Context: an optimization exercise on an open-source flow, tuned for small area. The choices shown serve that exercise and are no tape-out recipe. Where RTL was checked, it was by simulation tests only, not by an equivalence proof against the original. The RTL of run 2 was laid out without a check of its function.

==> flow/design.v (outline; a module is shown in full before it is edited, if it fits) <==
// module PID: 963 lines
// module FA: 4 lines
// module ControlLoop: 33 lines
// module MotorDriver: 77 lines
// module HA: 4 lines
// module bb8_drive: 38 lines
module bb8_drive (
  input  logic              clock,
  input  logic              reset,    
  input  logic              run_en,
  input  logic signed [8:0] pitch_kP, pitch_kI, pitch_kD,
  input  logic signed [8:0] yaw_kP, yaw_kI, yaw_kD,
  input  logic signed [9:0] mpu_pitch, mpu_yaw,
  input  logic signed [8:0] set_pitch, set_yaw,
  output logic signed [9:0] target_speed_left, target_speed_right,
  output logic              step_l, dir_l,
  output logic              step_r, dir_r,
  output logic              en_n
);
  // ...
==> flow/flow/run.sh <==
#!/bin/bash
# Own layout flow: the standard ORFS flow, with two changes:
#  - the port buffers that global placement inserts are the smallest buffer
#    (sky130_fd_sc_hd__buf_1) instead of the one buffer_ports picks itself;
#  - after global routing, cells on paths with positive slack are downsized
#    (RECOVER_POWER=100), which undoes the upsizing done by ABC in synthesis.
# Everything else (synthesis, floorplan, power grid, taps, CTS, routing) is
# the standard flow unchanged.  The make output goes to flow_make.log; each
# ORFS step keeps its own log under orfs/logs/.
set -euo pipefail
bash standard.sh "BUFFER_PORTS_ARGS=-buffer_cell sky130_fd_sc_hd__buf_1" RECOVER_POWER=100 finish > flow_make.log 2>&1
==> flow/standard.sh <==
#!/bin/bash
# synth_recipe.tcl (not shown) runs the flow's synth.tcl, then flattens the netlist and writes it again
# the make line also repeats each setting of config.mk as NAME=value (left out here)
make -C /OpenROAD-flow-scripts/flow DESIGN_CONFIG=/design/flow/config.mk WORK_HOME=/design/flow/orfs CLKGATE_MAP_FILE= SYNTH_SCRIPT=/design/flow/synth_recipe.tcl "${@:-finish}"
==> flow/config.mk <==
export PLATFORM = sky130hd
export DESIGN_NAME = bb8_drive
export DESIGN_NICKNAME = bb8_drive
export VERILOG_FILES = /design/flow/design.v
export SDC_FILE = /design/flow/constraint.sdc
export NUM_CORES = 4
export LEC_CHECK = 0
export CAP_MARGIN = 20
export CORE_MARGIN = 2
export CORE_UTILIZATION = 40
export SLEW_MARGIN = 20
export SYNTH_HIERARCHICAL = 1
==> flow/constraint.sdc <==
create_clock -name core_clock -period 130.0 [get_ports {clock}]
set_input_delay 26.0000 -clock core_clock [delete_from_list [all_inputs] [get_ports {clock}]]
set_output_delay 26.0000 -clock core_clock [all_outputs]
set_load 0.01 [all_outputs]
==> flow_metrics.py, run 1 <==
metrics = {
    "run": {
        "drv_cap": 1,
    },
    "route": {
        "vias": 16700,
        "met2_length_um": 31200,
        "detail_route.vias_per_cell": 5.26,
    },
    "placed_design": {
        "dpl_worst_slack_ps": 52510,
        "placed_area_um2": 26600,
    },
    "grt": {
        "use_met2_pct": 33.9,
        "grt_start_max_net_pins": 64,
    },
    "final_layout": {
        "final-seq-area_um2": 3950,
        "n_clock_buffer": 18,
        "multi_input_area_share_pct": 75.3,
        "seq_share_pct": 14.6,
        "n_antenna_cell": 1,
    },
    "setup_path": {
        "critPathMaxFanout": 12,
        "cp.arrival_ps": 52040,
        "end_kind": "output pin",
    },
    "floorplan": {
        "die_y_um": 256,
        "num_rows": 92,
        "ios": 120,
    },
    "synth": {
        "synth_xor_area_share_pct": 3.10,
        "synth_top_flop_cell": "dfxtp_1",
    },
    "clocking": {
        "cts_buffers": 17,
        "cts_resized": 0,
    },
    "run_status": {
        "status": "finished with violations",
        "violations": "capacitance limit, slew limit",
    },
    "timing": {
        "slew_violations": 64,
        "worstMarginPinSlew_ps": 2250,
    },
}
==> module PID, before the edit <==
module PID (
  input  logic       clock,
  input  logic       reset,
  input  logic [8:0] KP, KI, KD,
  input  logic [8:0] set_point, process_point,
  output logic [9:0] out
);
  logic [9:0]  e, prev_e, ie;
  logic [10:0] d;
  logic [16:0] integ, integ_nx;
  logic        lt;
  assign e[0] = ~(set_point[0] ^ ~process_point[0]);
  wire eac1 = set_point[0] | ~process_point[0];
  wire eac2;
  FA ea1 (.a(set_point[1]), .b(~process_point[1]), .ci(eac1), .s(e[1]), .co(eac2));
  wire eac3;
  FA ea2 (.a(set_point[2]), .b(~process_point[2]), .ci(eac2), .s(e[2]), .co(eac3));
  wire eac4;
  FA ea3 (.a(set_point[3]), .b(~process_point[3]), .ci(eac3), .s(e[3]), .co(eac4));
  wire eac5;
  FA ea4 (.a(set_point[4]), .b(~process_point[4]), .ci(eac4), .s(e[4]), .co(eac5));
  wire eac6;
  FA ea5 (.a(set_point[5]), .b(~process_point[5]), .ci(eac5), .s(e[5]), .co(eac6));
  wire eac7;
  FA ea6 (.a(set_point[6]), .b(~process_point[6]), .ci(eac6), .s(e[6]), .co(eac7));
  wire eac8;
  FA ea7 (.a(set_point[7]), .b(~process_point[7]), .ci(eac7), .s(e[7]), .co(eac8));
  wire eac9;
  FA ea8 (.a(set_point[8]), .b(~process_point[8]), .ci(eac8), .s(e[8]), .co(eac9));
  assign e[9] = set_point[8] ^ ~process_point[8] ^ eac9;
  assign d[0] = ~(e[0] ^ ~prev_e[0]);
  wire dac1 = e[0] | ~prev_e[0];
  wire dac2;
  FA da1 (.a(e[1]), .b(~prev_e[1]), .ci(dac1), .s(d[1]), .co(dac2));
  wire dac3;
  FA da2 (.a(e[2]), .b(~prev_e[2]), .ci(dac2), .s(d[2]), .co(dac3));
  wire dac4;
  FA da3 (.a(e[3]), .b(~prev_e[3]), .ci(dac3), .s(d[3]), .co(dac4));
  wire dac5;
  FA da4 (.a(e[4]), .b(~prev_e[4]), .ci(dac4), .s(d[4]), .co(dac5));
  wire dac6;
  FA da5 (.a(e[5]), .b(~prev_e[5]), .ci(dac5), .s(d[5]), .co(dac6));
  wire dac7;
  FA da6 (.a(e[6]), .b(~prev_e[6]), .ci(dac6), .s(d[6]), .co(dac7));
  wire dac8;
  FA da7 (.a(e[7]), .b(~prev_e[7]), .ci(dac7), .s(d[7]), .co(dac8));
  wire dac9;
  FA da8 (.a(e[8]), .b(~prev_e[8]), .ci(dac8), .s(d[8]), .co(dac9));
  wire dac10;
  FA da9 (.a(e[9]), .b(~prev_e[9]), .ci(dac9), .s(d[9]), .co(dac10));
  assign d[10] = ~(1'b0 ^ dac10);
  assign lt = integ < 17'd100000;
  assign ie = e & {10{lt}};
  assign integ_nx[0] = integ[0] ^ ie[0];
  wire iac1 = integ[0] & ie[0];
  wire iac2;
  FA ia1 (.a(integ[1]), .b(ie[1]), .ci(iac1), .s(integ_nx[1]), .co(iac2));
  wire iac3;
  FA ia2 (.a(integ[2]), .b(ie[2]), .ci(iac2), .s(integ_nx[2]), .co(iac3));
  wire iac4;
  FA ia3 (.a(integ[3]), .b(ie[3]), .ci(iac3), .s(integ_nx[3]), .co(iac4));
  wire iac5;
  FA ia4 (.a(integ[4]), .b(ie[4]), .ci(iac4), .s(integ_nx[4]), .co(iac5));
  wire iac6;
  FA ia5 (.a(integ[5]), .b(ie[5]), .ci(iac5), .s(integ_nx[5]), .co(iac6));
  wire iac7;
  FA ia6 (.a(integ[6]), .b(ie[6]), .ci(iac6), .s(integ_nx[6]), .co(iac7));
  wire iac8;
  FA ia7 (.a(integ[7]), .b(ie[7]), .ci(iac7), .s(integ_nx[7]), .co(iac8));
  wire iac9;
  FA ia8 (.a(integ[8]), .b(ie[8]), .ci(iac8), .s(integ_nx[8]), .co(iac9));
  wire iac10;
  FA ia9 (.a(integ[9]), .b(ie[9]), .ci(iac9), .s(integ_nx[9]), .co(iac10));
  assign integ_nx[10] = integ[10] ^ iac10;
  wire iac11 = integ[10] & iac10;
  assign integ_nx[11] = integ[11] ^ iac11;
  wire iac12 = integ[11] & iac11;
  assign integ_nx[12] = integ[12] ^ iac12;
  wire iac13 = integ[12] & iac12;
  assign integ_nx[13] = integ[13] ^ iac13;
  wire iac14 = integ[13] & iac13;
  assign integ_nx[14] = integ[14] ^ iac14;
  wire iac15 = integ[14] & iac14;
  assign integ_nx[15] = integ[15] ^ iac15;
  wire iac16 = integ[15] & iac15;
  assign integ_nx[16] = integ[16] ^ iac16;
  always_ff @(posedge clock, posedge reset) begin
    if (reset) begin
      prev_e <= 10'd0;
      integ  <= 17'd0;
    end else begin
      prev_e <= e;
      integ  <= integ_nx;
    end
  end
  wire n1 = ~(e[0] & KP[0]);
  wire n2 = ~(e[0] & KP[1]);
  wire n3 = ~(e[0] & KP[2]);
  wire n4 = ~(e[0] & KP[3]);
  wire n5 = ~(e[0] & KP[4]);
  wire n6 = ~(e[0] & KP[5]);
  wire n7 = ~(e[0] & KP[6]);
  wire n8 = ~(e[0] & KP[7]);
  wire n9 = ~(e[0] & KP[8]);
  wire n10 = ~(e[1] & KP[0]);
  wire n11 = ~(e[1] & KP[1]);
  wire n12 = ~(e[1] & KP[2]);
  wire n13 = ~(e[1] & KP[3]);
  wire n14 = ~(e[1] & KP[4]);
  wire n15 = ~(e[1] & KP[5]);
  wire n16 = ~(e[1] & KP[6]);
  wire n17 = ~(e[1] & KP[7]);
  wire n18 = ~(e[1] & KP[8]);
  wire n19 = ~(e[2] & KP[0]);
  wire n20 = ~(e[2] & KP[1]);
  wire n21 = ~(e[2] & KP[2]);
  wire n22 = ~(e[2] & KP[3]);
  wire n23 = ~(e[2] & KP[4]);
  wire n24 = ~(e[2] & KP[5]);
  wire n25 = ~(e[2] & KP[6]);
  wire n26 = ~(e[2] & KP[7]);
  wire n27 = ~(e[2] & KP[8]);
  wire n28 = ~(e[3] & KP[0]);
  wire n29 = ~(e[3] & KP[1]);
  wire n30 = ~(e[3] & KP[2]);
  wire n31 = ~(e[3] & KP[3]);
  wire n32 = ~(e[3] & KP[4]);
  wire n33 = ~(e[3] & KP[5]);
  wire n34 = ~(e[3] & KP[6]);
  wire n35 = ~(e[3] & KP[7]);
  wire n36 = ~(e[3] & KP[8]);
  wire n37 = ~(e[4] & KP[0]);
  wire n38 = ~(e[4] & KP[1]);
  wire n39 = ~(e[4] & KP[2]);
  wire n40 = ~(e[4] & KP[3]);
  wire n41 = ~(e[4] & KP[4]);
  wire n42 = ~(e[4] & KP[5]);
  wire n43 = ~(e[4] & KP[6]);
  wire n44 = ~(e[4] & KP[7]);
  wire n45 = ~(e[4] & KP[8]);
  wire n46 = ~(e[5] & KP[0]);
  wire n47 = ~(e[5] & KP[1]);
  wire n48 = ~(e[5] & KP[2]);
  wire n49 = ~(e[5] & KP[3]);
  wire n50 = ~(e[5] & KP[4]);
  wire n51 = ~(e[5] & KP[5]);
  wire n52 = ~(e[5] & KP[6]);
  wire n53 = ~(e[5] & KP[7]);
  wire n54 = ~(e[5] & KP[8]);
  wire n55 = ~(e[6] & KP[0]);
  wire n56 = ~(e[6] & KP[1]);
  wire n57 = ~(e[6] & KP[2]);
  wire n58 = ~(e[6] & KP[3]);
  wire n59 = ~(e[6] & KP[4]);
  wire n60 = ~(e[6] & KP[5]);
  wire n61 = ~(e[6] & KP[6]);
  wire n62 = ~(e[6] & KP[7]);
  wire n63 = ~(e[6] & KP[8]);
  wire n64 = ~(e[7] & KP[0]);
  wire n65 = ~(e[7] & KP[1]);
  wire n66 = ~(e[7] & KP[2]);
  wire n67 = ~(e[7] & KP[3]);
  wire n68 = ~(e[7] & KP[4]);
  wire n69 = ~(e[7] & KP[5]);
  wire n70 = ~(e[7] & KP[6]);
  wire n71 = ~(e[7] & KP[7]);
  wire n72 = ~(e[7] & KP[8]);
  wire n73 = ~(e[8] & KP[0]);
  wire n74 = ~(e[8] & KP[1]);
  wire n75 = ~(e[8] & KP[2]);
  wire n76 = ~(e[8] & KP[3]);
  wire n77 = ~(e[8] & KP[4]);
  wire n78 = ~(e[8] & KP[5]);
  wire n79 = ~(e[8] & KP[6]);
  wire n80 = ~(e[8] & KP[7]);
  wire n81 = ~(e[8] & KP[8]);
  wire n82 = ~(e[9] & KP[0]);
  wire n83 = ~(e[9] & KP[1]);
  wire n84 = ~(e[9] & KP[2]);
  wire n85 = ~(e[9] & KP[3]);
  wire n86 = ~(e[9] & KP[4]);
  wire n87 = ~(e[9] & KP[5]);
  wire n88 = ~(e[9] & KP[6]);
  wire n89 = ~(e[9] & KP[7]);
  wire n90 = ~(e[9] & KP[8]);
  wire n91 = ~(d[0] & KD[0]);
  wire n92 = ~(d[0] & KD[1]);
  wire n93 = ~(d[0] & KD[2]);
  wire n94 = ~(d[0] & KD[3]);
  wire n95 = ~(d[0] & KD[4]);
  wire n96 = ~(d[0] & KD[5]);
  wire n97 = ~(d[0] & KD[6]);
  wire n98 = ~(d[0] & KD[7]);
  wire n99 = ~(d[0] & KD[8]);
  wire n100 = ~(d[1] & KD[0]);
  wire n101 = ~(d[1] & KD[1]);
  wire n102 = ~(d[1] & KD[2]);
  wire n103 = ~(d[1] & KD[3]);
  wire n104 = ~(d[1] & KD[4]);
  wire n105 = ~(d[1] & KD[5]);
  wire n106 = ~(d[1] & KD[6]);
  wire n107 = ~(d[1] & KD[7]);
  wire n108 = ~(d[1] & KD[8]);
  wire n109 = ~(d[2] & KD[0]);
  wire n110 = ~(d[2] & KD[1]);
  wire n111 = ~(d[2] & KD[2]);
  wire n112 = ~(d[2] & KD[3]);
  wire n113 = ~(d[2] & KD[4]);
  wire n114 = ~(d[2] & KD[5]);
  wire n115 = ~(d[2] & KD[6]);
  wire n116 = ~(d[2] & KD[7]);
  wire n117 = ~(d[2] & KD[8]);
  wire n118 = ~(d[3] & KD[0]);
  wire n119 = ~(d[3] & KD[1]);
  wire n120 = ~(d[3] & KD[2]);
  wire n121 = ~(d[3] & KD[3]);
  wire n122 = ~(d[3] & KD[4]);
  wire n123 = ~(d[3] & KD[5]);
  wire n124 = ~(d[3] & KD[6]);
  wire n125 = ~(d[3] & KD[7]);
  wire n126 = ~(d[3] & KD[8]);
  wire n127 = ~(d[4] & KD[0]);
  wire n128 = ~(d[4] & KD[1]);
  wire n129 = ~(d[4] & KD[2]);
  wire n130 = ~(d[4] & KD[3]);
  wire n131 = ~(d[4] & KD[4]);
  wire n132 = ~(d[4] & KD[5]);
  wire n133 = ~(d[4] & KD[6]);
  wire n134 = ~(d[4] & KD[7]);
  wire n135 = ~(d[4] & KD[8]);
  wire n136 = ~(d[5] & KD[0]);
  wire n137 = ~(d[5] & KD[1]);
  wire n138 = ~(d[5] & KD[2]);
  wire n139 = ~(d[5] & KD[3]);
  wire n140 = ~(d[5] & KD[4]);
  wire n141 = ~(d[5] & KD[5]);
  wire n142 = ~(d[5] & KD[6]);
  wire n143 = ~(d[5] & KD[7]);
  wire n144 = ~(d[5] & KD[8]);
  wire n145 = ~(d[6] & KD[0]);
  wire n146 = ~(d[6] & KD[1]);
  wire n147 = ~(d[6] & KD[2]);
  wire n148 = ~(d[6] & KD[3]);
  wire n149 = ~(d[6] & KD[4]);
  wire n150 = ~(d[6] & KD[5]);
  wire n151 = ~(d[6] & KD[6]);
  wire n152 = ~(d[6] & KD[7]);
  wire n153 = ~(d[6] & KD[8]);
  wire n154 = ~(d[7] & KD[0]);
  wire n155 = ~(d[7] & KD[1]);
  wire n156 = ~(d[7] & KD[2]);
  wire n157 = ~(d[7] & KD[3]);
  wire n158 = ~(d[7] & KD[4]);
  wire n159 = ~(d[7] & KD[5]);
  wire n160 = ~(d[7] & KD[6]);
  wire n161 = ~(d[7] & KD[7]);
  wire n162 = ~(d[7] & KD[8]);
  wire n163 = ~(d[8] & KD[0]);
  wire n164 = ~(d[8] & KD[1]);
  wire n165 = ~(d[8] & KD[2]);
  wire n166 = ~(d[8] & KD[3]);
  wire n167 = ~(d[8] & KD[4]);
  wire n168 = ~(d[8] & KD[5]);
  wire n169 = ~(d[8] & KD[6]);
  wire n170 = ~(d[8] & KD[7]);
  wire n171 = ~(d[8] & KD[8]);
  wire n172 = ~(d[9] & KD[0]);
  wire n173 = ~(d[9] & KD[1]);
  wire n174 = ~(d[9] & KD[2]);
  wire n175 = ~(d[9] & KD[3]);
  wire n176 = ~(d[9] & KD[4]);
  wire n177 = ~(d[9] & KD[5]);
  wire n178 = ~(d[9] & KD[6]);
  wire n179 = ~(d[9] & KD[7]);
  wire n180 = ~(d[9] & KD[8]);
  wire p181 = d[10] & KD[0];
  wire p182 = d[10] & KD[1];
  wire p183 = d[10] & KD[2];
  wire p184 = d[10] & KD[3];
  wire p185 = d[10] & KD[4];
  wire p186 = d[10] & KD[5];
  wire p187 = d[10] & KD[6];
  wire p188 = d[10] & KD[7];
  wire n189 = ~(integ[0] & KI[0]);
  wire n190 = ~(integ[0] & KI[1]);
  wire n191 = ~(integ[0] & KI[2]);
  wire n192 = ~(integ[0] & KI[3]);
  wire n193 = ~(integ[0] & KI[4]);
  wire n194 = ~(integ[0] & KI[5]);
  wire n195 = ~(integ[0] & KI[6]);
  wire n196 = ~(integ[0] & KI[7]);
  wire p197 = integ[0] & KI[8];
  wire n198 = ~(integ[1] & KI[0]);
  wire n199 = ~(integ[1] & KI[1]);
  wire n200 = ~(integ[1] & KI[2]);
  wire n201 = ~(integ[1] & KI[3]);
  wire n202 = ~(integ[1] & KI[4]);
  wire n203 = ~(integ[1] & KI[5]);
  wire n204 = ~(integ[1] & KI[6]);
  wire n205 = ~(integ[1] & KI[7]);
  wire p206 = integ[1] & KI[8];
  wire n207 = ~(integ[2] & KI[0]);
  wire n208 = ~(integ[2] & KI[1]);
  wire n209 = ~(integ[2] & KI[2]);
  wire n210 = ~(integ[2] & KI[3]);
  wire n211 = ~(integ[2] & KI[4]);
  wire n212 = ~(integ[2] & KI[5]);
  wire n213 = ~(integ[2] & KI[6]);
  wire n214 = ~(integ[2] & KI[7]);
  wire p215 = integ[2] & KI[8];
  wire n216 = ~(integ[3] & KI[0]);
  wire n217 = ~(integ[3] & KI[1]);
  wire n218 = ~(integ[3] & KI[2]);
  wire n219 = ~(integ[3] & KI[3]);
  wire n220 = ~(integ[3] & KI[4]);
  wire n221 = ~(integ[3] & KI[5]);
  wire n222 = ~(integ[3] & KI[6]);
  wire n223 = ~(integ[3] & KI[7]);
  wire p224 = integ[3] & KI[8];
  wire n225 = ~(integ[4] & KI[0]);
  wire n226 = ~(integ[4] & KI[1]);
  wire n227 = ~(integ[4] & KI[2]);
  wire n228 = ~(integ[4] & KI[3]);
  wire n229 = ~(integ[4] & KI[4]);
  wire n230 = ~(integ[4] & KI[5]);
  wire n231 = ~(integ[4] & KI[6]);
  wire n232 = ~(integ[4] & KI[7]);
  wire p233 = integ[4] & KI[8];
  wire n234 = ~(integ[5] & KI[0]);
  wire n235 = ~(integ[5] & KI[1]);
  wire n236 = ~(integ[5] & KI[2]);
  wire n237 = ~(integ[5] & KI[3]);
  wire n238 = ~(integ[5] & KI[4]);
  wire n239 = ~(integ[5] & KI[5]);
  wire n240 = ~(integ[5] & KI[6]);
  wire n241 = ~(integ[5] & KI[7]);
  wire p242 = integ[5] & KI[8];
  wire n243 = ~(integ[6] & KI[0]);
  wire n244 = ~(integ[6] & KI[1]);
  wire n245 = ~(integ[6] & KI[2]);
  wire n246 = ~(integ[6] & KI[3]);
  wire n247 = ~(integ[6] & KI[4]);
  wire n248 = ~(integ[6] & KI[5]);
  wire n249 = ~(integ[6] & KI[6]);
  wire n250 = ~(integ[6] & KI[7]);
  wire p251 = integ[6] & KI[8];
  wire n252 = ~(integ[7] & KI[0]);
  wire n253 = ~(integ[7] & KI[1]);
  wire n254 = ~(integ[7] & KI[2]);
  wire n255 = ~(integ[7] & KI[3]);
  wire n256 = ~(integ[7] & KI[4]);
  wire n257 = ~(integ[7] & KI[5]);
  wire n258 = ~(integ[7] & KI[6]);
  wire n259 = ~(integ[7] & KI[7]);
  wire p260 = integ[7] & KI[8];
  wire n261 = ~(integ[8] & KI[0]);
  wire n262 = ~(integ[8] & KI[1]);
  wire n263 = ~(integ[8] & KI[2]);
  wire n264 = ~(integ[8] & KI[3]);
  wire n265 = ~(integ[8] & KI[4]);
  wire n266 = ~(integ[8] & KI[5]);
  wire n267 = ~(integ[8] & KI[6]);
  wire n268 = ~(integ[8] & KI[7]);
  wire p269 = integ[8] & KI[8];
  wire n270 = ~(integ[9] & KI[0]);
  wire n271 = ~(integ[9] & KI[1]);
  wire n272 = ~(integ[9] & KI[2]);
  wire n273 = ~(integ[9] & KI[3]);
  wire n274 = ~(integ[9] & KI[4]);
  wire n275 = ~(integ[9] & KI[5]);
  wire n276 = ~(integ[9] & KI[6]);
  wire n277 = ~(integ[9] & KI[7]);
  wire p278 = integ[9] & KI[8];
  wire n279 = ~(integ[10] & KI[0]);
  wire n280 = ~(integ[10] & KI[1]);
  wire n281 = ~(integ[10] & KI[2]);
  wire n282 = ~(integ[10] & KI[3]);
  wire n283 = ~(integ[10] & KI[4]);
  wire n284 = ~(integ[10] & KI[5]);
  wire n285 = ~(integ[10] & KI[6]);
  wire n286 = ~(integ[10] & KI[7]);
  wire n287 = ~(integ[11] & KI[0]);
  wire n288 = ~(integ[11] & KI[1]);
  wire n289 = ~(integ[11] & KI[2]);
  wire n290 = ~(integ[11] & KI[3]);
  wire n291 = ~(integ[11] & KI[4]);
  wire n292 = ~(integ[11] & KI[5]);
  wire n293 = ~(integ[11] & KI[6]);
  wire n294 = ~(integ[12] & KI[0]);
  wire n295 = ~(integ[12] & KI[1]);
  wire n296 = ~(integ[12] & KI[2]);
  wire n297 = ~(integ[12] & KI[3]);
  wire n298 = ~(integ[12] & KI[4]);
  wire n299 = ~(integ[12] & KI[5]);
  wire n300 = ~(integ[13] & KI[0]);
  wire n301 = ~(integ[13] & KI[1]);
  wire n302 = ~(integ[13] & KI[2]);
  wire n303 = ~(integ[13] & KI[3]);
  wire n304 = ~(integ[13] & KI[4]);
  wire n305 = ~(integ[14] & KI[0]);
  wire n306 = ~(integ[14] & KI[1]);
  wire n307 = ~(integ[14] & KI[2]);
  wire n308 = ~(integ[14] & KI[3]);
  wire n309 = ~(integ[15] & KI[0]);
  wire n310 = ~(integ[15] & KI[1]);
  wire n311 = ~(integ[15] & KI[2]);
  wire n312 = ~(integ[16] & KI[0]);
  wire n313 = ~(integ[16] & KI[1]);
  wire c314 = (n1 & n91) | (n1 & n189) | (n91 & n189);
  wire s316, c315;
  FA uc315 (.a(n2), .b(n10), .ci(n92), .s(s316), .co(c315));
  wire s318, c317;
  FA uc317 (.a(n100), .b(n190), .ci(n198), .s(s318), .co(c317));
  wire c319 = (c314 & s316) | (c314 & s318) | (s316 & s318);
  wire s321, c320;
  FA uc320 (.a(n3), .b(n11), .ci(n19), .s(s321), .co(c320));
  wire s323, c322;
  FA uc322 (.a(n93), .b(n101), .ci(n109), .s(s323), .co(c322));
  wire s325, c324;
  FA uc324 (.a(n191), .b(n199), .ci(n207), .s(s325), .co(c324));
  wire s327, c326;
  FA uc326 (.a(c315), .b(c317), .ci(c319), .s(s327), .co(c326));
  wire s329, c328;
  FA uc328 (.a(s321), .b(s323), .ci(s325), .s(s329), .co(c328));
  wire c330 = s327 | s329;
  wire s332, c331;
  FA uc331 (.a(n4), .b(n12), .ci(n20), .s(s332), .co(c331));
  wire s334, c333;
  FA uc333 (.a(n28), .b(n94), .ci(n102), .s(s334), .co(c333));
  wire s336, c335;
  FA uc335 (.a(n110), .b(n118), .ci(n192), .s(s336), .co(c335));
  wire s338, c337;
  FA uc337 (.a(n200), .b(n208), .ci(n216), .s(s338), .co(c337));
  wire s340, c339;
  FA uc339 (.a(c320), .b(c322), .ci(c324), .s(s340), .co(c339));
  wire s342, c341;
  FA uc341 (.a(c326), .b(c328), .ci(c330), .s(s342), .co(c341));
  wire s344, c343;
  FA uc343 (.a(s332), .b(s334), .ci(s336), .s(s344), .co(c343));
  wire s346, c345;
  FA uc345 (.a(s338), .b(s340), .ci(s342), .s(s346), .co(c345));
  wire c347 = s344 | s346;
  wire s349, c348;
  FA uc348 (.a(n5), .b(n13), .ci(n21), .s(s349), .co(c348));
  wire s351, c350;
  FA uc350 (.a(n29), .b(n37), .ci(n95), .s(s351), .co(c350));
  wire s353, c352;
  FA uc352 (.a(n103), .b(n111), .ci(n119), .s(s353), .co(c352));
  wire s355, c354;
  FA uc354 (.a(n127), .b(n193), .ci(n201), .s(s355), .co(c354));
  wire s357, c356;
  FA uc356 (.a(n209), .b(n217), .ci(n225), .s(s357), .co(c356));
  wire s359, c358;
  FA uc358 (.a(c331), .b(c333), .ci(c335), .s(s359), .co(c358));
  wire s361, c360;
  FA uc360 (.a(c337), .b(c339), .ci(c341), .s(s361), .co(c360));
  wire s363, c362;
  FA uc362 (.a(c343), .b(c345), .ci(c347), .s(s363), .co(c362));
  wire s365, c364;
  FA uc364 (.a(s349), .b(s351), .ci(s353), .s(s365), .co(c364));
  wire s367, c366;
  FA uc366 (.a(s355), .b(s357), .ci(s359), .s(s367), .co(c366));
  wire s369, c368;
  FA uc368 (.a(s361), .b(s363), .ci(s365), .s(s369), .co(c368));
  wire c370 = s367 | s369;
  wire s372, c371;
  FA uc371 (.a(n6), .b(n14), .ci(n22), .s(s372), .co(c371));
  wire s374, c373;
  FA uc373 (.a(n30), .b(n38), .ci(n46), .s(s374), .co(c373));
  wire s376, c375;
  FA uc375 (.a(n96), .b(n104), .ci(n112), .s(s376), .co(c375));
  wire s378, c377;
  FA uc377 (.a(n120), .b(n128), .ci(n136), .s(s378), .co(c377));
  wire s380, c379;
  FA uc379 (.a(n194), .b(n202), .ci(n210), .s(s380), .co(c379));
  wire s382, c381;
  FA uc381 (.a(n218), .b(n226), .ci(n234), .s(s382), .co(c381));
  wire s384, c383;
  FA uc383 (.a(c348), .b(c350), .ci(c352), .s(s384), .co(c383));
  wire s386, c385;
  FA uc385 (.a(c354), .b(c356), .ci(c358), .s(s386), .co(c385));
  wire s388, c387;
  FA uc387 (.a(c360), .b(c362), .ci(c364), .s(s388), .co(c387));
  wire s390, c389;
  FA uc389 (.a(c366), .b(c368), .ci(c370), .s(s390), .co(c389));
  wire s392, c391;
  FA uc391 (.a(s372), .b(s374), .ci(s376), .s(s392), .co(c391));
  wire s394, c393;
  FA uc393 (.a(s378), .b(s380), .ci(s382), .s(s394), .co(c393));
  wire s396, c395;
  FA uc395 (.a(s384), .b(s386), .ci(s388), .s(s396), .co(c395));
  wire s398, c397;
  FA uc397 (.a(s390), .b(s392), .ci(s394), .s(s398), .co(c397));
  wire c399 = s396 | s398;
  wire s401, c400;
  FA uc400 (.a(n7), .b(n15), .ci(n23), .s(s401), .co(c400));
  wire s403, c402;
  FA uc402 (.a(n31), .b(n39), .ci(n47), .s(s403), .co(c402));
  wire s405, c404;
  FA uc404 (.a(n55), .b(n97), .ci(n105), .s(s405), .co(c404));
  wire s407, c406;
  FA uc406 (.a(n113), .b(n121), .ci(n129), .s(s407), .co(c406));
  wire s409, c408;
  FA uc408 (.a(n137), .b(n145), .ci(n195), .s(s409), .co(c408));
  wire s411, c410;
  FA uc410 (.a(n203), .b(n211), .ci(n219), .s(s411), .co(c410));
  wire s413, c412;
  FA uc412 (.a(n227), .b(n235), .ci(n243), .s(s413), .co(c412));
  wire s415, c414;
  FA uc414 (.a(c371), .b(c373), .ci(c375), .s(s415), .co(c414));
  wire s417, c416;
  FA uc416 (.a(c377), .b(c379), .ci(c381), .s(s417), .co(c416));
  wire s419, c418;
  FA uc418 (.a(c383), .b(c385), .ci(c387), .s(s419), .co(c418));
  wire s421, c420;
  FA uc420 (.a(c389), .b(c391), .ci(c393), .s(s421), .co(c420));
  wire s423, c422;
  FA uc422 (.a(c395), .b(c397), .ci(c399), .s(s423), .co(c422));
  wire s425, c424;
  FA uc424 (.a(s401), .b(s403), .ci(s405), .s(s425), .co(c424));
  wire s427, c426;
  FA uc426 (.a(s407), .b(s409), .ci(s411), .s(s427), .co(c426));
  wire s429, c428;
  FA uc428 (.a(s413), .b(s415), .ci(s417), .s(s429), .co(c428));
  wire s431, c430;
  FA uc430 (.a(s419), .b(s421), .ci(s423), .s(s431), .co(c430));
  wire s433, c432;
  FA uc432 (.a(s425), .b(s427), .ci(s429), .s(s433), .co(c432));
  wire c434 = s431 | s433;
  wire s436, c435;
  FA uc435 (.a(n8), .b(n16), .ci(n24), .s(s436), .co(c435));
  wire s438, c437;
  FA uc437 (.a(n32), .b(n40), .ci(n48), .s(s438), .co(c437));
  wire s440, c439;
  FA uc439 (.a(n56), .b(n64), .ci(n98), .s(s440), .co(c439));
  wire s442, c441;
  FA uc441 (.a(n106), .b(n114), .ci(n122), .s(s442), .co(c441));
  wire s444, c443;
  FA uc443 (.a(n130), .b(n138), .ci(n146), .s(s444), .co(c443));
  wire s446, c445;
  FA uc445 (.a(n154), .b(n196), .ci(n204), .s(s446), .co(c445));
  wire s448, c447;
  FA uc447 (.a(n212), .b(n220), .ci(n228), .s(s448), .co(c447));
  wire s450, c449;
  FA uc449 (.a(n236), .b(n244), .ci(n252), .s(s450), .co(c449));
  wire s452, c451;
  FA uc451 (.a(c400), .b(c402), .ci(c404), .s(s452), .co(c451));
  wire s454, c453;
  FA uc453 (.a(c406), .b(c408), .ci(c410), .s(s454), .co(c453));
  wire s456, c455;
  FA uc455 (.a(c412), .b(c414), .ci(c416), .s(s456), .co(c455));
  wire s458, c457;
  FA uc457 (.a(c418), .b(c420), .ci(c422), .s(s458), .co(c457));
  wire s460, c459;
  FA uc459 (.a(c424), .b(c426), .ci(c428), .s(s460), .co(c459));
  wire s462, c461;
  FA uc461 (.a(c430), .b(c432), .ci(c434), .s(s462), .co(c461));
  wire s464, c463;
  FA uc463 (.a(s436), .b(s438), .ci(s440), .s(s464), .co(c463));
  wire s466, c465;
  FA uc465 (.a(s442), .b(s444), .ci(s446), .s(s466), .co(c465));
  wire s468, c467;
  FA uc467 (.a(s448), .b(s450), .ci(s452), .s(s468), .co(c467));
  wire s470, c469;
  FA uc469 (.a(s454), .b(s456), .ci(s458), .s(s470), .co(c469));
  wire s472, c471;
  FA uc471 (.a(s460), .b(s462), .ci(s464), .s(s472), .co(c471));
  wire s474, c473;
  FA uc473 (.a(s466), .b(s468), .ci(s470), .s(s474), .co(c473));
  wire c475 = s472 | s474;
  wire s476 = n9 ^ n17;
  wire c477 = n9 & n17;
  wire s479, c478;
  FA uc478 (.a(n25), .b(n33), .ci(n41), .s(s479), .co(c478));
  wire s481, c480;
  FA uc480 (.a(n49), .b(n57), .ci(n65), .s(s481), .co(c480));
  wire s483, c482;
  FA uc482 (.a(n73), .b(n99), .ci(n107), .s(s483), .co(c482));
  wire s485, c484;
  FA uc484 (.a(n115), .b(n123), .ci(n131), .s(s485), .co(c484));
  wire s487, c486;
  FA uc486 (.a(n139), .b(n147), .ci(n155), .s(s487), .co(c486));
  wire s489, c488;
  FA uc488 (.a(n163), .b(p197), .ci(n205), .s(s489), .co(c488));
  wire s491, c490;
  FA uc490 (.a(n213), .b(n221), .ci(n229), .s(s491), .co(c490));
  wire s493, c492;
  FA uc492 (.a(n237), .b(n245), .ci(n253), .s(s493), .co(c492));
  wire s495, c494;
  FA uc494 (.a(n261), .b(c435), .ci(c437), .s(s495), .co(c494));
  wire s497, c496;
  FA uc496 (.a(c439), .b(c441), .ci(c443), .s(s497), .co(c496));
  wire s499, c498;
  FA uc498 (.a(c445), .b(c447), .ci(c449), .s(s499), .co(c498));
  wire s501, c500;
  FA uc500 (.a(c451), .b(c453), .ci(c455), .s(s501), .co(c500));
  wire s503, c502;
  FA uc502 (.a(c457), .b(c459), .ci(c461), .s(s503), .co(c502));
  wire s505, c504;
  FA uc504 (.a(c463), .b(c465), .ci(c467), .s(s505), .co(c504));
  wire s507, c506;
  FA uc506 (.a(c469), .b(c471), .ci(c473), .s(s507), .co(c506));
  wire s509, c508;
  FA uc508 (.a(c475), .b(s476), .ci(s479), .s(s509), .co(c508));
  wire s511, c510;
  FA uc510 (.a(s481), .b(s483), .ci(s485), .s(s511), .co(c510));
  wire s513, c512;
  FA uc512 (.a(s487), .b(s489), .ci(s491), .s(s513), .co(c512));
  wire s515, c514;
  FA uc514 (.a(s493), .b(s495), .ci(s497), .s(s515), .co(c514));
  wire s517, c516;
  FA uc516 (.a(s499), .b(s501), .ci(s503), .s(s517), .co(c516));
  wire s519, c518;
  FA uc518 (.a(s505), .b(s507), .ci(s509), .s(s519), .co(c518));
  wire s521, c520;
  FA uc520 (.a(s511), .b(s513), .ci(s515), .s(s521), .co(c520));
  wire s523, c522;
  FA uc522 (.a(s517), .b(s519), .ci(s521), .s(s523), .co(c522));
  wire s525, c524;
  FA uc524 (.a(n18), .b(n26), .ci(n34), .s(s525), .co(c524));
  wire s527, c526;
  FA uc526 (.a(n42), .b(n50), .ci(n58), .s(s527), .co(c526));
  wire s529, c528;
  FA uc528 (.a(n66), .b(n74), .ci(n82), .s(s529), .co(c528));
  wire s531, c530;
  FA uc530 (.a(n108), .b(n116), .ci(n124), .s(s531), .co(c530));
  wire s533, c532;
  FA uc532 (.a(n132), .b(n140), .ci(n148), .s(s533), .co(c532));
  wire s535, c534;
  FA uc534 (.a(n156), .b(n164), .ci(n172), .s(s535), .co(c534));
  wire s537, c536;
  FA uc536 (.a(p206), .b(n214), .ci(n222), .s(s537), .co(c536));
  wire s539, c538;
  FA uc538 (.a(n230), .b(n238), .ci(n246), .s(s539), .co(c538));
  wire s541, c540;
  FA uc540 (.a(n254), .b(n262), .ci(n270), .s(s541), .co(c540));
  wire s543, c542;
  FA uc542 (.a(c477), .b(c478), .ci(c480), .s(s543), .co(c542));
  wire s545, c544;
  FA uc544 (.a(c482), .b(c484), .ci(c486), .s(s545), .co(c544));
  wire s547, c546;
  FA uc546 (.a(c488), .b(c490), .ci(c492), .s(s547), .co(c546));
  wire s549, c548;
  FA uc548 (.a(c494), .b(c496), .ci(c498), .s(s549), .co(c548));
  wire s551, c550;
  FA uc550 (.a(c500), .b(c502), .ci(c504), .s(s551), .co(c550));
  wire s553, c552;
  FA uc552 (.a(c506), .b(c508), .ci(c510), .s(s553), .co(c552));
  wire s555, c554;
  FA uc554 (.a(c512), .b(c514), .ci(c516), .s(s555), .co(c554));
  wire s557, c556;
  FA uc556 (.a(c518), .b(c520), .ci(c522), .s(s557), .co(c556));
  wire s559, c558;
  FA uc558 (.a(s525), .b(s527), .ci(s529), .s(s559), .co(c558));
  wire s561, c560;
  FA uc560 (.a(s531), .b(s533), .ci(s535), .s(s561), .co(c560));
  wire s563, c562;
  FA uc562 (.a(s537), .b(s539), .ci(s541), .s(s563), .co(c562));
  wire s565, c564;
  FA uc564 (.a(s543), .b(s545), .ci(s547), .s(s565), .co(c564));
  wire s567, c566;
  FA uc566 (.a(s549), .b(s551), .ci(s553), .s(s567), .co(c566));
  wire s569, c568;
  FA uc568 (.a(s555), .b(s557), .ci(s559), .s(s569), .co(c568));
  wire s571, c570;
  FA uc570 (.a(s561), .b(s563), .ci(s565), .s(s571), .co(c570));
  wire s573, c572;
  FA uc572 (.a(s567), .b(s569), .ci(s571), .s(s573), .co(c572));
  wire s574 = n27 ^ n35;
  wire c575 = n27 & n35;
  wire s577, c576;
  FA uc576 (.a(n43), .b(n51), .ci(n59), .s(s577), .co(c576));
  wire s579, c578;
  FA uc578 (.a(n67), .b(n75), .ci(n83), .s(s579), .co(c578));
  wire s581, c580;
  FA uc580 (.a(n117), .b(n125), .ci(n133), .s(s581), .co(c580));
  wire s583, c582;
  FA uc582 (.a(n141), .b(n149), .ci(n157), .s(s583), .co(c582));
  wire s585, c584;
  FA uc584 (.a(n165), .b(n173), .ci(p181), .s(s585), .co(c584));
  wire s587, c586;
  FA uc586 (.a(p215), .b(n223), .ci(n231), .s(s587), .co(c586));
  wire s589, c588;
  FA uc588 (.a(n239), .b(n247), .ci(n255), .s(s589), .co(c588));
  wire s591, c590;
  FA uc590 (.a(n263), .b(n271), .ci(n279), .s(s591), .co(c590));
  wire s593, c592;
  FA uc592 (.a(c524), .b(c526), .ci(c528), .s(s593), .co(c592));
  wire s595, c594;
  FA uc594 (.a(c530), .b(c532), .ci(c534), .s(s595), .co(c594));
  wire s597, c596;
  FA uc596 (.a(c536), .b(c538), .ci(c540), .s(s597), .co(c596));
  wire s599, c598;
  FA uc598 (.a(c542), .b(c544), .ci(c546), .s(s599), .co(c598));
  wire s601, c600;
  FA uc600 (.a(c548), .b(c550), .ci(c552), .s(s601), .co(c600));
  wire s603, c602;
  FA uc602 (.a(c554), .b(c556), .ci(c558), .s(s603), .co(c602));
  wire s605, c604;
  FA uc604 (.a(c560), .b(c562), .ci(c564), .s(s605), .co(c604));
  wire s607, c606;
  FA uc606 (.a(c566), .b(c568), .ci(c570), .s(s607), .co(c606));
  wire s609, c608;
  FA uc608 (.a(c572), .b(s574), .ci(s577), .s(s609), .co(c608));
  wire s611, c610;
  FA uc610 (.a(s579), .b(s581), .ci(s583), .s(s611), .co(c610));
  wire s613, c612;
  FA uc612 (.a(s585), .b(s587), .ci(s589), .s(s613), .co(c612));
  wire s615, c614;
  FA uc614 (.a(s591), .b(s593), .ci(s595), .s(s615), .co(c614));
  wire s617, c616;
  FA uc616 (.a(s597), .b(s599), .ci(s601), .s(s617), .co(c616));
  wire s619, c618;
  FA uc618 (.a(s603), .b(s605), .ci(s607), .s(s619), .co(c618));
  wire s621, c620;
  FA uc620 (.a(s609), .b(s611), .ci(s613), .s(s621), .co(c620));
  wire s623, c622;
  FA uc622 (.a(s615), .b(s617), .ci(s619), .s(s623), .co(c622));
  wire c624 = s621 | s623;
  wire s625 = ~(s621 ^ s623);
  wire s627, c626;
  FA uc626 (.a(n36), .b(n44), .ci(n52), .s(s627), .co(c626));
  wire s629, c628;
  FA uc628 (.a(n60), .b(n68), .ci(n76), .s(s629), .co(c628));
  wire s631, c630;
  FA uc630 (.a(n84), .b(n126), .ci(n134), .s(s631), .co(c630));
  wire s633, c632;
  FA uc632 (.a(n142), .b(n150), .ci(n158), .s(s633), .co(c632));
  wire s635, c634;
  FA uc634 (.a(n166), .b(n174), .ci(p182), .s(s635), .co(c634));
  wire s637, c636;
  FA uc636 (.a(p224), .b(n232), .ci(n240), .s(s637), .co(c636));
  wire s639, c638;
  FA uc638 (.a(n248), .b(n256), .ci(n264), .s(s639), .co(c638));
  wire s641, c640;
  FA uc640 (.a(n272), .b(n280), .ci(n287), .s(s641), .co(c640));
  wire s643, c642;
  FA uc642 (.a(c575), .b(c576), .ci(c578), .s(s643), .co(c642));
  wire s645, c644;
  FA uc644 (.a(c580), .b(c582), .ci(c584), .s(s645), .co(c644));
  wire s647, c646;
  FA uc646 (.a(c586), .b(c588), .ci(c590), .s(s647), .co(c646));
  wire s649, c648;
  FA uc648 (.a(c592), .b(c594), .ci(c596), .s(s649), .co(c648));
  wire s651, c650;
  FA uc650 (.a(c598), .b(c600), .ci(c602), .s(s651), .co(c650));
  wire s653, c652;
  FA uc652 (.a(c604), .b(c606), .ci(c608), .s(s653), .co(c652));
  wire s655, c654;
  FA uc654 (.a(c610), .b(c612), .ci(c614), .s(s655), .co(c654));
  wire s657, c656;
  FA uc656 (.a(c616), .b(c618), .ci(c620), .s(s657), .co(c656));
  wire s659, c658;
  FA uc658 (.a(c622), .b(c624), .ci(s627), .s(s659), .co(c658));
  wire s661, c660;
  FA uc660 (.a(s629), .b(s631), .ci(s633), .s(s661), .co(c660));
  wire s663, c662;
  FA uc662 (.a(s635), .b(s637), .ci(s639), .s(s663), .co(c662));
  wire s665, c664;
  FA uc664 (.a(s641), .b(s643), .ci(s645), .s(s665), .co(c664));
  wire s667, c666;
  FA uc666 (.a(s647), .b(s649), .ci(s651), .s(s667), .co(c666));
  wire s669, c668;
  FA uc668 (.a(s653), .b(s655), .ci(s657), .s(s669), .co(c668));
  wire s671, c670;
  FA uc670 (.a(s659), .b(s661), .ci(s663), .s(s671), .co(c670));
  wire s673, c672;
  FA uc672 (.a(s665), .b(s667), .ci(s669), .s(s673), .co(c672));
  wire c674 = s671 | s673;
  wire s675 = ~(s671 ^ s673);
  wire s677, c676;
  FA uc676 (.a(n45), .b(n53), .ci(n61), .s(s677), .co(c676));
  wire s679, c678;
  FA uc678 (.a(n69), .b(n77), .ci(n85), .s(s679), .co(c678));
  wire s681, c680;
  FA uc680 (.a(n135), .b(n143), .ci(n151), .s(s681), .co(c680));
  wire s683, c682;
  FA uc682 (.a(n159), .b(n167), .ci(n175), .s(s683), .co(c682));
  wire s685, c684;
  FA uc684 (.a(p183), .b(p233), .ci(n241), .s(s685), .co(c684));
  wire s687, c686;
  FA uc686 (.a(n249), .b(n257), .ci(n265), .s(s687), .co(c686));
  wire s689, c688;
  FA uc688 (.a(n273), .b(n281), .ci(n288), .s(s689), .co(c688));
  wire s691, c690;
  FA uc690 (.a(n294), .b(c626), .ci(c628), .s(s691), .co(c690));
  wire s693, c692;
  FA uc692 (.a(c630), .b(c632), .ci(c634), .s(s693), .co(c692));
  wire s695, c694;
  FA uc694 (.a(c636), .b(c638), .ci(c640), .s(s695), .co(c694));
  wire s697, c696;
  FA uc696 (.a(c642), .b(c644), .ci(c646), .s(s697), .co(c696));
  wire s699, c698;
  FA uc698 (.a(c648), .b(c650), .ci(c652), .s(s699), .co(c698));
  wire s701, c700;
  FA uc700 (.a(c654), .b(c656), .ci(c658), .s(s701), .co(c700));
  wire s703, c702;
  FA uc702 (.a(c660), .b(c662), .ci(c664), .s(s703), .co(c702));
  wire s705, c704;
  FA uc704 (.a(c666), .b(c668), .ci(c670), .s(s705), .co(c704));
  wire s707, c706;
  FA uc706 (.a(c672), .b(c674), .ci(s677), .s(s707), .co(c706));
  wire s709, c708;
  FA uc708 (.a(s679), .b(s681), .ci(s683), .s(s709), .co(c708));
  wire s711, c710;
  FA uc710 (.a(s685), .b(s687), .ci(s689), .s(s711), .co(c710));
  wire s713, c712;
  FA uc712 (.a(s691), .b(s693), .ci(s695), .s(s713), .co(c712));
  wire s715, c714;
  FA uc714 (.a(s697), .b(s699), .ci(s701), .s(s715), .co(c714));
  wire s717, c716;
  FA uc716 (.a(s703), .b(s705), .ci(s707), .s(s717), .co(c716));
  wire s719, c718;
  FA uc718 (.a(s709), .b(s711), .ci(s713), .s(s719), .co(c718));
  wire s721, c720;
  FA uc720 (.a(s715), .b(s717), .ci(s719), .s(s721), .co(c720));
  wire s723, c722;
  FA uc722 (.a(n54), .b(n62), .ci(n70), .s(s723), .co(c722));
  wire s725, c724;
  FA uc724 (.a(n78), .b(n86), .ci(n144), .s(s725), .co(c724));
  wire s727, c726;
  FA uc726 (.a(n152), .b(n160), .ci(n168), .s(s727), .co(c726));
  wire s729, c728;
  FA uc728 (.a(n176), .b(p184), .ci(p242), .s(s729), .co(c728));
  wire s731, c730;
  FA uc730 (.a(n250), .b(n258), .ci(n266), .s(s731), .co(c730));
  wire s733, c732;
  FA uc732 (.a(n274), .b(n282), .ci(n289), .s(s733), .co(c732));
  wire s735, c734;
  FA uc734 (.a(n295), .b(n300), .ci(c676), .s(s735), .co(c734));
  wire s737, c736;
  FA uc736 (.a(c678), .b(c680), .ci(c682), .s(s737), .co(c736));
  wire s739, c738;
  FA uc738 (.a(c684), .b(c686), .ci(c688), .s(s739), .co(c738));
  wire s741, c740;
  FA uc740 (.a(c690), .b(c692), .ci(c694), .s(s741), .co(c740));
  wire s743, c742;
  FA uc742 (.a(c696), .b(c698), .ci(c700), .s(s743), .co(c742));
  wire s745, c744;
  FA uc744 (.a(c702), .b(c704), .ci(c706), .s(s745), .co(c744));
  wire s747, c746;
  FA uc746 (.a(c708), .b(c710), .ci(c712), .s(s747), .co(c746));
  wire s749, c748;
  FA uc748 (.a(c714), .b(c716), .ci(c718), .s(s749), .co(c748));
  wire s751, c750;
  FA uc750 (.a(c720), .b(s723), .ci(s725), .s(s751), .co(c750));
  wire s753, c752;
  FA uc752 (.a(s727), .b(s729), .ci(s731), .s(s753), .co(c752));
  wire s755, c754;
  FA uc754 (.a(s733), .b(s735), .ci(s737), .s(s755), .co(c754));
  wire s757, c756;
  FA uc756 (.a(s739), .b(s741), .ci(s743), .s(s757), .co(c756));
  wire s759, c758;
  FA uc758 (.a(s745), .b(s747), .ci(s749), .s(s759), .co(c758));
  wire s761, c760;
  FA uc760 (.a(s751), .b(s753), .ci(s755), .s(s761), .co(c760));
  wire s763, c762;
  FA uc762 (.a(s757), .b(s759), .ci(s761), .s(s763), .co(c762));
  wire s765, c764;
  FA uc764 (.a(n63), .b(n71), .ci(n79), .s(s765), .co(c764));
  wire s767, c766;
  FA uc766 (.a(n87), .b(n153), .ci(n161), .s(s767), .co(c766));
  wire s769, c768;
  FA uc768 (.a(n169), .b(n177), .ci(p185), .s(s769), .co(c768));
  wire s771, c770;
  FA uc770 (.a(p251), .b(n259), .ci(n267), .s(s771), .co(c770));
  wire s773, c772;
  FA uc772 (.a(n275), .b(n283), .ci(n290), .s(s773), .co(c772));
  wire s775, c774;
  FA uc774 (.a(n296), .b(n301), .ci(n305), .s(s775), .co(c774));
  wire s777, c776;
  FA uc776 (.a(c722), .b(c724), .ci(c726), .s(s777), .co(c776));
  wire s779, c778;
  FA uc778 (.a(c728), .b(c730), .ci(c732), .s(s779), .co(c778));
  wire s781, c780;
  FA uc780 (.a(c734), .b(c736), .ci(c738), .s(s781), .co(c780));
  wire s783, c782;
  FA uc782 (.a(c740), .b(c742), .ci(c744), .s(s783), .co(c782));
  wire s785, c784;
  FA uc784 (.a(c746), .b(c748), .ci(c750), .s(s785), .co(c784));
  wire s787, c786;
  FA uc786 (.a(c752), .b(c754), .ci(c756), .s(s787), .co(c786));
  wire s789, c788;
  FA uc788 (.a(c758), .b(c760), .ci(c762), .s(s789), .co(c788));
  wire s791, c790;
  FA uc790 (.a(s765), .b(s767), .ci(s769), .s(s791), .co(c790));
  wire s793, c792;
  FA uc792 (.a(s771), .b(s773), .ci(s775), .s(s793), .co(c792));
  wire s795, c794;
  FA uc794 (.a(s777), .b(s779), .ci(s781), .s(s795), .co(c794));
  wire s797, c796;
  FA uc796 (.a(s783), .b(s785), .ci(s787), .s(s797), .co(c796));
  wire s799, c798;
  FA uc798 (.a(s789), .b(s791), .ci(s793), .s(s799), .co(c798));
  wire s801, c800;
  FA uc800 (.a(s795), .b(s797), .ci(s799), .s(s801), .co(c800));
  wire s803, c802;
  FA uc802 (.a(n72), .b(n80), .ci(n88), .s(s803), .co(c802));
  wire s805, c804;
  FA uc804 (.a(n162), .b(n170), .ci(n178), .s(s805), .co(c804));
  wire s807, c806;
  FA uc806 (.a(p186), .b(p260), .ci(n268), .s(s807), .co(c806));
  wire s809, c808;
  FA uc808 (.a(n276), .b(n284), .ci(n291), .s(s809), .co(c808));
  wire s811, c810;
  FA uc810 (.a(n297), .b(n302), .ci(n306), .s(s811), .co(c810));
  wire s813, c812;
  FA uc812 (.a(n309), .b(c764), .ci(c766), .s(s813), .co(c812));
  wire s815, c814;
  FA uc814 (.a(c768), .b(c770), .ci(c772), .s(s815), .co(c814));
  wire s817, c816;
  FA uc816 (.a(c774), .b(c776), .ci(c778), .s(s817), .co(c816));
  wire s819, c818;
  FA uc818 (.a(c780), .b(c782), .ci(c784), .s(s819), .co(c818));
  wire s821, c820;
  FA uc820 (.a(c786), .b(c788), .ci(c790), .s(s821), .co(c820));
  wire s823, c822;
  FA uc822 (.a(c792), .b(c794), .ci(c796), .s(s823), .co(c822));
  wire s825, c824;
  FA uc824 (.a(c798), .b(c800), .ci(s803), .s(s825), .co(c824));
  wire s827, c826;
  FA uc826 (.a(s805), .b(s807), .ci(s809), .s(s827), .co(c826));
  wire s829, c828;
  FA uc828 (.a(s811), .b(s813), .ci(s815), .s(s829), .co(c828));
  wire s831, c830;
  FA uc830 (.a(s817), .b(s819), .ci(s821), .s(s831), .co(c830));
  wire s833, c832;
  FA uc832 (.a(s823), .b(s825), .ci(s827), .s(s833), .co(c832));
  wire s835, c834;
  FA uc834 (.a(s829), .b(s831), .ci(s833), .s(s835), .co(c834));
  wire s837, c836;
  FA uc836 (.a(n81), .b(n89), .ci(n171), .s(s837), .co(c836));
  wire s839, c838;
  FA uc838 (.a(n179), .b(p187), .ci(p269), .s(s839), .co(c838));
  wire s841, c840;
  FA uc840 (.a(n277), .b(n285), .ci(n292), .s(s841), .co(c840));
  wire s843, c842;
  FA uc842 (.a(n298), .b(n303), .ci(n307), .s(s843), .co(c842));
  wire s845, c844;
  FA uc844 (.a(n310), .b(n312), .ci(c802), .s(s845), .co(c844));
  wire s847, c846;
  FA uc846 (.a(c804), .b(c806), .ci(c808), .s(s847), .co(c846));
  wire s849, c848;
  FA uc848 (.a(c810), .b(c812), .ci(c814), .s(s849), .co(c848));
  wire s851, c850;
  FA uc850 (.a(c816), .b(c818), .ci(c820), .s(s851), .co(c850));
  wire s853, c852;
  FA uc852 (.a(c822), .b(c824), .ci(c826), .s(s853), .co(c852));
  wire s855, c854;
  FA uc854 (.a(c828), .b(c830), .ci(c832), .s(s855), .co(c854));
  wire s857, c856;
  FA uc856 (.a(c834), .b(s837), .ci(s839), .s(s857), .co(c856));
  wire s859, c858;
  FA uc858 (.a(s841), .b(s843), .ci(s845), .s(s859), .co(c858));
  wire s861, c860;
  FA uc860 (.a(s847), .b(s849), .ci(s851), .s(s861), .co(c860));
  wire s863, c862;
  FA uc862 (.a(s853), .b(s855), .ci(s857), .s(s863), .co(c862));
  wire s865, c864;
  FA uc864 (.a(s859), .b(s861), .ci(s863), .s(s865), .co(c864));
  wire o866 = ~n90 ^ ~n180 ^ ~p188 ^ ~p278 ^ ~n286 ^ ~n293 ^ ~n299 ^ ~n304 ^ ~n308 ^ ~n311 ^ ~n313 ^ ~c836 ^ ~c838 ^ ~c840 ^ ~c842 ^ ~c844 ^ ~c846 ^ ~c848 ^ ~c850 ^ ~c852 ^ ~c854 ^ ~c856 ^ ~c858 ^ ~c860 ^ ~c862 ^ ~c864;
  assign out = {o866, ~s865, ~s835, ~s801, ~s763, ~s721, ~s675, ~s625, ~s573, ~s523};
endmodule
==> module ControlLoop, before the edit <==
module ControlLoop (
  input  logic       clock, reset,
  input  logic [8:0] pitch_kP, pitch_kI, pitch_kD,
  input  logic [8:0] yaw_kP, yaw_kI, yaw_kD,
  input  logic [8:0] mpu_pitch, mpu_yaw,
  input  logic [8:0] set_pitch, set_yaw,
  output logic [9:0] target_speed_left, target_speed_right
);
  logic [9:0] p, y;
  PID pitch_pid (.clock(clock), .reset(reset), .KP(pitch_kP), .KI(pitch_kI), .KD(pitch_kD),
                 .set_point(set_pitch), .process_point(mpu_pitch), .out(p));
  PID yaw_pid   (.clock(clock), .reset(reset), .KP(yaw_kP), .KI(yaw_kI), .KD(yaw_kD),
                 .set_point(set_yaw), .process_point(mpu_yaw), .out(y));
  logic [10:0] l, r;
  logic [10:0] lc, rc;
  assign lc[0] = 1'b0;
  assign rc[0] = 1'b1;
  genvar i;
  generate for (i = 0; i < 10; i = i + 1) begin : g_mix
    FA fal (.a(p[i]), .b(y[i]), .ci(lc[i]), .s(l[i]), .co(lc[i+1]));
    FA far (.a(p[i]), .b(~y[i]), .ci(rc[i]), .s(r[i]), .co(rc[i+1]));
  end endgenerate
  assign l[10] = p[9] ^ y[9] ^ lc[10];
  assign r[10] = p[9] ^ ~y[9] ^ rc[10];
  always_comb begin
    if (!l[10] && l[9])                        target_speed_left = 10'd511;
    else if (l[10] && (!l[9] || l[8:0] == 9'd0)) target_speed_left = 10'b1000000001;
    else                                       target_speed_left = l[9:0];
    if (!r[10] && r[9])                        target_speed_right = 10'd511;
    else if (r[10] && (!r[9] || r[8:0] == 9'd0)) target_speed_right = 10'b1000000001;
    else                                       target_speed_right = r[9:0];
  end
endmodule
==> inputs of run 2 (changes only) <==
--- a/flow/design.v
+++ b/flow/design.v
@@ -5,3 +5,3 @@
   input  logic [8:0] set_point, process_point,
-  output logic [9:0] out
+  output logic [9:0] out_n       
 );
@@ -961,3 +961,3 @@
   wire o866 = ~n90 ^ ~n180 ^ ~p188 ^ ~p278 ^ ~n286 ^ ~n293 ^ ~n299 ^ ~n304 ^ ~n308 ^ ~n311 ^ ~n313 ^ ~c836 ^ ~c838 ^ ~c840 ^ ~c842 ^ ~c844 ^ ~c846 ^ ~c848 ^ ~c850 ^ ~c852 ^ ~c854 ^ ~c856 ^ ~c858 ^ ~c860 ^ ~c862 ^ ~c864;
-  assign out = {o866, ~s865, ~s835, ~s801, ~s763, ~s721, ~s675, ~s625, ~s573, ~s523};
+  assign out_n = {~o866, s865, s835, s801, s763, s721, s675, s625, s573, s523};
 endmodule
@@ -975,18 +975,20 @@
 );
-  logic [9:0] p, y;
+  logic [9:0] pn, yn;     
   PID pitch_pid (.clock(clock), .reset(reset), .KP(pitch_kP), .KI(pitch_kI), .KD(pitch_kD),
-                 .set_point(set_pitch), .process_point(mpu_pitch), .out(p));
+                 .set_point(set_pitch), .process_point(mpu_pitch), .out_n(pn));
   PID yaw_pid   (.clock(clock), .reset(reset), .KP(yaw_kP), .KI(yaw_kI), .KD(yaw_kD),
-                 .set_point(set_yaw), .process_point(mpu_yaw), .out(y));
-  logic [10:0] l, r;
+                 .set_point(set_yaw), .process_point(mpu_yaw), .out_n(yn));
+  logic [10:0] l, r, ln, rn;
   logic [10:0] lc, rc;
-  assign lc[0] = 1'b0;
-  assign rc[0] = 1'b1;
+  assign lc[0] = 1'b1;
+  assign rc[0] = 1'b0;
   genvar i;
   generate for (i = 0; i < 10; i = i + 1) begin : g_mix
-    FA fal (.a(p[i]), .b(y[i]), .ci(lc[i]), .s(l[i]), .co(lc[i+1]));
-    FA far (.a(p[i]), .b(~y[i]), .ci(rc[i]), .s(r[i]), .co(rc[i+1]));
+    FA fal (.a(pn[i]), .b(yn[i]), .ci(lc[i]), .s(ln[i]), .co(lc[i+1]));
+    FA far (.a(pn[i]), .b(~yn[i]), .ci(rc[i]), .s(rn[i]), .co(rc[i+1]));
   end endgenerate
-  assign l[10] = p[9] ^ y[9] ^ lc[10];
-  assign r[10] = p[9] ^ ~y[9] ^ rc[10];
+  assign ln[10] = pn[9] ^ yn[9] ^ lc[10];
+  assign rn[10] = pn[9] ^ ~yn[9] ^ rc[10];
+  assign l = ~ln;
+  assign r = ~rn;
   always_comb begin
@@ -1012,3 +1014,3 @@
   logic [26:0] r;
-  logic [8:0]  s;
+  logic [8:0]  sn;            
   logic go, hend, gt, inc;
@@ -1016,3 +1018,3 @@
   assign hend = n[8] & n[7] & n[6] & n[5] & n[4] & n[2] & n[1];    
-  assign gt   = speed > s;
+  assign gt   = speed > ~sn;
   assign inc  = hi | (lo & go & ~gt);
@@ -1029,3 +1031,3 @@
   generate for (i = 0; i < 9; i = i + 1) begin : g_t
-    FA fa (.a(r[i]), .b(~s[i]), .ci(tc[i]), .s(t[i]), .co(tc[i+1]));
+    FA fa (.a(r[i]), .b(sn[i]), .ci(tc[i]), .s(t[i]), .co(tc[i+1]));
   end endgenerate
@@ -1042,3 +1044,3 @@
   logic [18:0] xb;
-  assign x     = borrow ? n[26:9] : r[26:9];
+  assign x     = r[26:9] | ({18{borrow}} & n[26:9]);    
   assign xb[0] = borrow ? ~uc[9] : b9;
@@ -1050,3 +1052,3 @@
   assign r_nx = {y, borrow ? u : t};
-  logic [8:0] s1;
+  logic [8:0] sn1;
   logic [9:0] sb;
@@ -1054,4 +1056,3 @@
   generate for (i = 0; i < 9; i = i + 1) begin : g_s
-    assign s1[i]   = s[i] ^ sb[i];
-    assign sb[i+1] = ~s[i] & sb[i];
+    HA ha (.a(sn[i]), .b(sb[i]), .s(sn1[i]), .co(sb[i+1]));
   end endgenerate
@@ -1068,3 +1069,3 @@
       r <= R_INIT;
-      s <= 9'd511;
+      sn <= 9'd0;
     end else begin
@@ -1072,3 +1073,3 @@
       r <= r_nx;
-      s <= s1;
+      sn <= sn1;
     end
==> flow/flow/run.sh (replaced) <==
#!/bin/bash
# Own layout flow: the standard ORFS flow (standard.sh) unchanged except
# that the buffers global placement puts on every input and output port are
# the smallest buffer, sky130_fd_sc_hd__buf_1, instead of the cell
# buffer_ports picks by itself (clkdlybuf4s50_1).  repair_design still runs
# after it and fixes any slew or capacitance the small buffers cause.
# make's output goes to flow_make.log; each ORFS step keeps its own log under
# orfs/logs/.
set -euo pipefail
bash standard.sh "BUFFER_PORTS_ARGS=-buffer_cell sky130_fd_sc_hd__buf_1" finish > flow_make.log 2>&1
==> flow_metrics.py, run 2 <==
metrics = {
    "route": {
        "detail_route.vias_per_cell": 5.22,
        "drtIter0Drc": 1200,
        "vias": 16500,
        "wl_per_cell_um": 20.7,
        "routed_wl_um": 65600,
        "dr.pass1.iters": 6,
    },
    "final_layout": {
        "final_common_cell": "fa_1",
        "drive_gt1_share_pct": 4.13,
        "syn2layout_area_growth_pct": 6.77,
        "final_util_pct": 43.0,
        "final-seq-area_um2": 3950,
        "layout_common_cells": "fa_1 (644), nand2_1 (616), ha_1 (168)",
        "fill_cells": 5944,
        "multi_input_area_um2": 20300,
    },
    "grt": {
        "grt_overflow": 0,
        "grt_start_max_net_pins": 40,
        "grt_pass1_vias": 19400,
    },
    "setup_path": {
        "path_common_cell": "fa_1",
        "startpoint": "set_yaw[0]",
        "startpoint_type": "input port",
        "cp.arrival_ps": 51800,
        "critPathMaxFanout": 30,
        "ff2ff_path_depth": 81,
        "r2r_slack_ps": 101110,
        "end_kind": "output pin",
        "cp_slowest_stage_delay_ps": 1030,
    },
    "placed_design": {
        "dpl_worst_slack_ps": 52280,
        "port_buffers": 117,
    },
    "timing": {
        "setup_viol": 0,
        "worstMarginPinSlew_ps": 1040,
        "slew_violations": 0,
        "period_minus_slack_ps": 77800,
        "fmax_mhz": 12.9,
        "hold_violations": 0,
        "fin_ws_ps": 52200,
    },
    "clocking": {
        "clkSinkCount": 184,
        "cts_buffers": 17,
        "cts_resized": 0,
        "htree_levels": 4,
        "cts-hold-fix-buffers": 0,
        "cts-root-buf": "clkbuf_16",
    },
    "synth": {
        "synth_area_um2": 25300,
        "synth_area_leader_cell": "fa_1",
        "synthAdderAreaFrac_pct": 59.4,
        "synth.yosys.seq_area_share_pct": 15.6,
        "syn_inst": 2291,
        "yosysWarnings": 9,
        "synth_top_area_share_pct": 50.9,
        "yosysMostFrequentCell": "fa_1",
        "synth_common_cells": "fa_1 (644), nand2_1 (616), ha_1 (168)",
        "synth_xor_area_share_pct": 2.86,
        "yosys_register_bits": 184,
        "synth_compound_gate_area_share_pct": 2.46,
        "synth_edf_count": 0,
        "yosys-mux-area-fraction_pct": 0.712,
        "synth_top_flop_cell": "dfxtp_1",
    },
    "floorplan": {
        "num_rows": 92,
        "die_y_um": 256,
        "ios": 120,
    },
    "run": {
        "drv_cap": 0,
    },
    "hold_path": {
        "hp-class": "flip-flop to flip-flop",
    },
    "run_status": {
        "status": "no timing/DRC/antenna violations",
    },
}
==> run 2: changes by cell type after synthesis, sizes merged, moves of 14 or more <==
cell | before | now
a21o | 0 | 16
maj3 | 20 | 4
and2 | 68 | 86
o21ai | 6 | 20
inv | 107 | 79
nor2b | 58 | 30
nor2 | 8 | 34
==> run 2: kinds of logic after synthesis <==
logic type                 Yosys count
DFF                                184
muxes                               18
and+or+nand+nor                    846
AOI/OAI and AO/OA                  104
buffers and inverters              241
other                                6
adders and majority gates          816
xor gates and xnor gates            76
==> run 2: layer usage <==
| layer | part of all wire [%] | GRT usage, % | vias to the layer above |
|---|---|---|---|
| met5 | 0 | 0 | - |
| met4 | 3.1 | 7.63 | 0 |
| met3 | 9.0 | 5.82 | 156 |
| met2 | 48 | 34.8 | 721 |
| met1 | 39 | 26.9 | 8599 |
| li1 | - | - | 7070 |
==> run 2: final cells by class <==
cell class                 instances  area share [%]
timing repair buffer             157            2.89
tap                              846            3.92
clock inverter                    10           0.431
sequential                       184            14.6
clock buffer                      22            1.87
inverter                          81            1.13
antenna                            1         0.00926
multi-input combinational       1868            75.1
==> run 2: per-stage QoR <==
step                area (um2)  hold WS [ps]
finish                   27000           524
global route             27000           539
CTS                      27000           518
detailed placement       26300           505
floorplan                25300           473
global placement         26300           507
==> run 2: worst min path at each step <==
stage                                         startpoint                                         to  slack, ps  depth (start not counted)
2_1_floorplan  controlloop.pitch_pid.integ[11]$_DFF_PP0_  controlloop.pitch_pid.integ[11]$_DFF_PP0_        470                          1
3_3_place_gp   controlloop.pitch_pid.integ[16]$_DFF_PP0_  controlloop.pitch_pid.integ[16]$_DFF_PP0_        510                          1
3_5_place_dp   controlloop.pitch_pid.integ[16]$_DFF_PP0_  controlloop.pitch_pid.integ[16]$_DFF_PP0_        500                          1
4_1_cts        controlloop.pitch_pid.integ[16]$_DFF_PP0_  controlloop.pitch_pid.integ[16]$_DFF_PP0_        520                          1
5_1_grt        controlloop.pitch_pid.integ[16]$_DFF_PP0_  controlloop.pitch_pid.integ[16]$_DFF_PP0_        540                          1
6_report       controlloop.pitch_pid.integ[16]$_DFF_PP0_  controlloop.pitch_pid.integ[16]$_DFF_PP0_        520                          1
==> run 2: critical path, delay by kind of cell <==
family | cells | cell delay [ps]
simple gates | 7 | 1990
compound gates | 1 | 660
fa+ha+maj | 44 | 20880
xor+xnor | 5 | 1610
buf+inv | 8 | 650
==> run 2: Yosys stat by module (local to each module, per instance) <==
module / copies in the design / flops+latches
HA: 90 / 0
PID: 2 / 27
bb8_drive: 1 / 0
FA: 644 / 0
ControlLoop: 1 / 0
MotorDriver: 2 / 65

## separate check: timing with driven ports
How much do the figures lean on ideal ports? The routed layouts below were timed once more, with nothing changed but the port constraints.
Step 1 assumes that a clkbuf_16 drives the clock port and a buf_2 every other input.
Step 2 moves the port delays by t, midway between the first and last clock arrival at a register: inputs arrive t later, outputs are due t later. That takes back most of the time a late clock gives input paths.
Slacks: no drivers / after step 1 / after step 2; pairs: no drivers / after step 1.
run	t (ns)	setup WS [ns]	hold slack, ns	worst register clock-pin slew, ns	cell pins on the clock port's net
run 1	0.552	51.956 / 51.930 / 51.930	0.500 / 0.500 / 0.500	0.08 / 0.08	1
run 2	0.548	52.204 / 52.176 / 52.176	0.524 / 0.524 / 0.524	0.08 / 0.08	1
For run 2, which loses most, drivers alone change the setup slack by -0.028 ns; drivers and shift together by -0.028 ns.
